This design comes from an exercise in tuning for small area on the open sky130 flow, not from production work. Function was checked by simulation only, so behaviour that the tests miss may differ from the original. The clock port is modelled as an ideal driver; clocking choices that lean on that would not hold on a real chip. No activity file was given, so power comes from the tool's default toggle rates.

==> v1: inputs <==
==> flow/design.v <==
module key_debouce(
    input  wire clk,
    input  wire rst_n,
    input  wire key,
    output reg  press
);
localparam [9:0] WLAST = 10'b0001111111;
reg key_reg;
reg armed;
reg [9:0] r;
wire fe   = key_reg & ~key;
wire last = r == WLAST;
always @(posedge clk) begin
  r <= fe ? 10'd0 : {~r[8:0], r[9] ^ r[2]};
end
always @(posedge clk or negedge rst_n) begin
  if (!rst_n) begin
    key_reg <= 1'b1;
    armed   <= 1'b0;
    press   <= 1'b0;
  end else begin
    key_reg <= key;
    armed   <= fe | (armed & ~last);
    press   <= armed & last & ~key;
  end
end
endmodule
module key_count(
    input  wire clk,
    input  wire rst_n,
    input  wire p0,           
    input  wire p1,           
    output reg  [2:0] n,
    output reg  [1:0] status
);
localparam [16:0] TLAST = 17'b00111001101000000;
wire is25 = n[2] & ~n[1] &  n[0];
wire is30 = n[2] &  n[1] & ~n[0];
wire set  = n[2] & (n[1] ^ n[0]);
reg [16:0] t;
wire tlast = t == TLAST;
wire [2:0] n_inc1 = {(n[1] & n[0]) ? ~n[2] : n[2], n[0] ? ~n[1] : n[1], ~n[0]};
wire [2:0] n_inc2 = {n[1] ? ~n[2] : n[2], ~n[1], n[0]};
wire [2:0] n_hold = {n[2] & ~n[1] & ~n[0], n[1] & ~n[2], (n[0] & ~n[2]) | (n[2] & n[1])};
always @(posedge clk or negedge rst_n) begin
  if (!rst_n)
    n <= 3'd0;
  else
    n <= p0 ? n_inc1 : p1 ? n_inc2 : n_hold;
end
always @(posedge clk) begin
  t <= set ? 17'd0 : {~t[15:0], t[16] ^ t[2]};
end
always @(posedge clk or negedge rst_n) begin
  if (!rst_n)
    status <= 2'b00;
  else begin
    status[0] <= set | (status[0] & ~tlast);
    status[1] <= is30 | (status[1] & ~is25 & ~tlast);
  end
end
endmodule
module seg_decode(
    input  wire k0,
    input  wire k1,
    input  wire [2:0] n,
    output reg  [7:0] seg
);
always @(*) begin
  if (k0)
    seg = n[0] ? 8'b1001_0010 : 8'b1100_0000;
  else if (k1)
    case (n[2:1])
      2'd0: seg = 8'b0100_0000;
      2'd1: seg = 8'b0111_1001;
      2'd2: seg = 8'b0010_0100;
      default: seg = 8'b1011_0000;
    endcase
  else
    seg = 8'b0100_0000;
end
endmodule
module sel_driver(
    input  wire clk,
    input  wire rst_n,
    input  wire d0,
    output wire ay,
    output wire k0,           
    output wire k1,           
    output wire [5:0] sel
);
localparam [9:0] AX = 10'b1000111000;
localparam [9:0] AY = 10'b0001110000;
reg [9:0] a;
reg [1:0] m;
wire ax = a[8:0] == AX[8:0];
assign ay = a[9:1] == AY[9:1];
wire par = d0 ^ ay;
always @(posedge clk or negedge rst_n) begin
  if (!rst_n) begin
    a <= AY;
    m <= 2'b00;
  end else begin
    a <= {a[8:0], a[9] ^ a[6] ^ ax};
    if (ax)
      m <= {m[0], ~m[1] & ~m[0]};
  end
end
wire m0 = ~m[1] & ~m[0];
assign k0 = m0 & ~par;
assign k1 = m[0] & par;
assign sel[5] = ~k0;
assign sel[4] = ~k1;
assign sel[3] = ~(m[1] & ~par);
assign sel[2] = ~(m0 & par);
assign sel[1] = ~(m[0] & ~par);
assign sel[0] = ~(m[1] & par);
endmodule
module led(
    input  wire clk,
    input  wire rst_n,
    input  wire ay,
    input  wire [1:0] status,
    output wire d0,
    output reg  [3:0] led,
    output wire beep
);
reg [3:0] d;
reg [1:0] f;
reg [1:0] ps;
wire d9 = d[3] & d[0];
assign d0 = d[0];
always @(posedge clk or negedge rst_n) begin
  if (!rst_n) begin
    d  <= 4'd9;
    f  <= 2'd3;
    ps <= 2'b10;
  end else begin
    ps <= status;
    if (ay) begin
      d[0] <= ~d[0];
      d[1] <= (d[0] ? ~d[1] : d[1]) & ~d[3];
      d[2] <= (d[1] & d[0]) ? ~d[2] : d[2];
      d[3] <= d[3] ? ~d[0] : (d[2] & d[1] & d[0]);
      if (d9)
        f <= {f[0] ? ~f[1] : f[1], ~f[0]};
    end
  end
end
always @(*) begin
  case (ps)
    2'b11:   led = {f[1] & f[0], f[1] & ~f[0], ~f[1] & f[0], ~f[1] & ~f[0]};
    2'b01:   led = {4{~f[0]}};
    2'b10:   led = 4'b1111;
    default: led = 4'b0000;
  endcase
end
beep beep_inst(.ps(ps), .f(f), .beep(beep));
endmodule
module beep(
    input  wire [1:0] ps,
    input  wire [1:0] f,
    output wire beep
);
assign beep = ~((ps == 2'b01 & f[0]) | (ps == 2'b11 & ~f[1]));
endmodule
module key_counter_top(
   input wire clk,
   input wire rst_n,
   input wire [1:0] key,
   output wire [5:0] sel,
   output wire [7:0] seg,
   output wire [3:0] numberled,
   output wire number_beep
);
wire [1:0] press;
wire [2:0] n;
wire [1:0] status;
wire ay, d0, k0, k1;
key_debouce key_debouce1(.clk(clk), .rst_n(rst_n), .key(key[0]), .press(press[0]));
key_debouce key_debouce2(.clk(clk), .rst_n(rst_n), .key(key[1]), .press(press[1]));
key_count key_count_inst(.clk(clk), .rst_n(rst_n), .p0(press[0]), .p1(press[1]),
                         .n(n), .status(status));
sel_driver sel_driver_inst(.clk(clk), .rst_n(rst_n), .d0(d0), .ay(ay), .k0(k0), .k1(k1), .sel(sel));
seg_decode seg_decode_inst(.k0(k0), .k1(k1), .n(n), .seg(seg));
led number_led(.clk(clk), .rst_n(rst_n), .ay(ay), .status(status), .d0(d0),
               .led(numberled), .beep(number_beep));
endmodule
==> flow/flow/run.sh <==
#!/bin/bash
# Layout flow: the standard flow (standard.sh), changed in four ways:
#  - the port buffers are buf_1 (BUFFER_PORTS_ARGS);
#  - the buffers synthesis inserted are removed before placement (REMOVE_ABC_BUFFERS);
#  - before CTS, flow/pre_cts.tcl gives the clock CLKBUF_K clock buffers, each
#    driving the clock pins of a group of nearby flip-flops; CTS then finds the
#    clock already buffered and leaves it (no dummy loads either);
#  - (no power recovery: it undersizes the reset buffers).
# Each step's full output is in orfs/logs/; make's output in synth.log and layout.log.
set -euo pipefail
HERE=$(cd "$(dirname "$0")" && pwd)
export BUFFER_PORTS_ARGS="-buffer_cell sky130_fd_sc_hd__buf_1"
export REMOVE_ABC_BUFFERS=1
export PRE_CTS_TCL=$HERE/pre_cts.tcl
export CLKBUF_CELL=sky130_fd_sc_hd__clkbuf_16
export CLKBUF_K=2
export CTS_ARGS="-dont_use_dummy_load -sink_clustering_enable"
export RECOVER_POWER=0
bash standard.sh synth > synth.log 2>&1
bash standard.sh > layout.log 2>&1
==> flow/flow/pre_cts.tcl <==
# Clock distribution: the flip-flops are split into K groups by position
# (k-means), and one clock buffer at each group's centre drives its clock pins.
set cell $::env(CLKBUF_CELL)
set K $::env(CLKBUF_K)
set block [ord::get_db_block]
set dbu [$block getDbUnitsPerMicron]
set ffs {}
foreach inst [$block getInsts] {
  if {[[$inst getMaster] isSequential]} {
    set bb [$inst getBBox]
    lappend ffs [list $inst [expr {([$bb xMin] + [$bb xMax]) / 2.0 / $dbu}] [expr {([$bb yMin] + [$bb yMax]) / 2.0 / $dbu}]]
  }
}
set ffs [lsort -real -index 1 $ffs]
set n [llength $ffs]
# initial centres: spread along x
set cx {}; set cy {}
for {set k 0} {$k < $K} {incr k} {
  set f [lindex $ffs [expr {int(($k + 0.5) * $n / $K)}]]
  lappend cx [lindex $f 1]; lappend cy [lindex $f 2]
}
for {set it 0} {$it < 50} {incr it} {
  set sx [lrepeat $K 0.0]; set sy [lrepeat $K 0.0]; set cnt [lrepeat $K 0]
  set asg {}
  foreach f $ffs {
    set best 0; set bd 1e30
    for {set k 0} {$k < $K} {incr k} {
      set d [expr {abs([lindex $f 1] - [lindex $cx $k]) + abs([lindex $f 2] - [lindex $cy $k])}]
      if {$d < $bd} { set bd $d; set best $k }
    }
    lappend asg $best
    lset sx $best [expr {[lindex $sx $best] + [lindex $f 1]}]
    lset sy $best [expr {[lindex $sy $best] + [lindex $f 2]}]
    lset cnt $best [expr {[lindex $cnt $best] + 1}]
  }
  for {set k 0} {$k < $K} {incr k} {
    if {[lindex $cnt $k] > 0} {
      lset cx $k [expr {[lindex $sx $k] / [lindex $cnt $k]}]
      lset cy $k [expr {[lindex $sy $k] / [lindex $cnt $k]}]
    }
  }
}
for {set k 0} {$k < $K} {incr k} {
  set pins {}
  foreach f $ffs a $asg {
    if {$a == $k} {
      set inst [lindex $f 0]
      foreach it [$inst getITerms] {
        if {[[$it getMTerm] getSigType] == "CLOCK" || [[$it getMTerm] getName] == "CLK"} {
          lappend pins [get_pins -of_objects [get_cells [$inst getName]] -filter "name == CLK"]
        }
      }
    }
  }
  puts "clock buffer $k: [llength $pins] flip-flops at [lindex $cx $k] [lindex $cy $k]"
  insert_buffer -buffer_cell $cell -net clk -load_pins $pins -location [list [lindex $cx $k] [lindex $cy $k]] -buffer_name clkbuf_$k -net_name clknet_$k
}
==> flow/standard.sh <==
#!/bin/bash
# synth_recipe.tcl (not shown) runs the flow's synth.tcl, then flattens the netlist and writes it again
# the make line also repeats each setting of config.mk as NAME=value (left out here)
make -C /OpenROAD-flow-scripts/flow DESIGN_CONFIG=/design/flow/config.mk WORK_HOME=/design/flow/orfs CLKGATE_MAP_FILE= SYNTH_SCRIPT=/design/flow/synth_recipe.tcl "${@:-finish}"
==> flow/config.mk <==
export PLATFORM = sky130hd
export DESIGN_NAME = key_counter_top
export DESIGN_NICKNAME = key_counter_top
export VERILOG_FILES = /design/flow/design.v
export SDC_FILE = /design/flow/constraint.sdc
export NUM_CORES = 4
export LEC_CHECK = 0
export CAP_MARGIN = 20
export CORE_MARGIN = 2
export CORE_UTILIZATION = 70
export SLEW_MARGIN = 20
==> flow/constraint.sdc <==
create_clock -name core_clock -period 70.0 [get_ports {clk}]
set_input_delay 14.0000 -clock core_clock [delete_from_list [all_inputs] [get_ports {clk}]]
set_output_delay 14.0000 -clock core_clock [all_outputs]
set_load 0.01 [all_outputs]
==> v29 (differences from v1) <==
--- a/flow/flow/run.sh
+++ b/flow/flow/run.sh
@@ -13,6 +13,6 @@
 export REMOVE_ABC_BUFFERS=1
 export PRE_CTS_TCL=$HERE/pre_cts.tcl
-export CLKBUF_CELL=sky130_fd_sc_hd__clkbuf_16
-export CLKBUF_K=2
+export CLKBUF_CELL=sky130_fd_sc_hd__clkbuf_8
+export CLKBUF_K=4
 export CTS_ARGS="-dont_use_dummy_load -sink_clustering_enable"
 export RECOVER_POWER=0
==> comparison table <==
metric	v1	v29
Final Critical Period	16.38 ns	16.37 ns
Final core utilization	77.10%	77.25%
Met3 routed wirelength	92 um	114 um
Routed wire length per instance	14.54 um	14.32 um
Clock transition time at the flip-flop clock pins of the worst setup and hold paths	0.11 ns	0.10 ns
Avg Vias per Cell	5.710	5.605
First-pass GRT wire length	7.162 mm	7.100 mm
Max transition margin	52.16%	51.81%
Violation count after the first detailed-route iteration	93	74
Highest Clock Rate	0.06107 GHz	0.06110 GHz
Number of fill cells	222	223
Largest net degree at the start of global routing	36	32
Fraction of area in multi-input gates	31.42%	31.36%
Share of the clock period used by the worst path after layout	23.39%	23.38%
Worst IR drop on VDD	0.01567 mV	0.01886 mV
Outcome	finished clean	finished clean
Routed via count	1593	1575
Non-filler cells, final	279	281
Number of iterations in the first detailed-routing pass	4	5
Portion of total power attributed to sequential cells	71.9%	72.2%
Total clock network power	14.4 uW	14.1 uW
Final Net Count	241	243
Met3 Use GR	0.9009%	1.622%
Slew @ Worst Pin	0.7161 ns	0.7213 ns
Internal power	47.66 uW	47.60 uW

-- static timing again, ports no longer ideal --
Ports are ideal in the flow. The routed layouts listed here were re-timed in OpenROAD. Step 1 (the two cells are an assumption about what drives the block):
set clk [get_ports {clk}]
set_driving_cell -lib_cell sky130_fd_sc_hd__clkbuf_16 $clk
set_driving_cell -lib_cell sky130_fd_sc_hd__buf_2 [delete_from_list [all_inputs] $clk]
Step 2, shift: input delay + t, output delay - t, t = (earliest + latest rising clock arrival at the registers) / 2. This alone moves slack from input paths to output paths. a / b / c = ideal ports / drivers / drivers and shift; a / b = the first two.
| run | t (ns) | slack for setup (ns) | clock arrival spread, ns | worst register clock-pin slew, ns | worst data-port slew with drivers (ns) |
|---|---|---|---|---|---|
| v1 | 0.214 | 53.624 / 53.581 / 53.795 | 0.005 / 0.005 | 0.11 / 0.11 | 0.03 |
| v29 | 0.209 | 53.632 / 53.577 / 53.786 | 0.019 / 0.020 | 0.11 / 0.11 | 0.03 |
After both steps setup and hold are still met in every run listed.
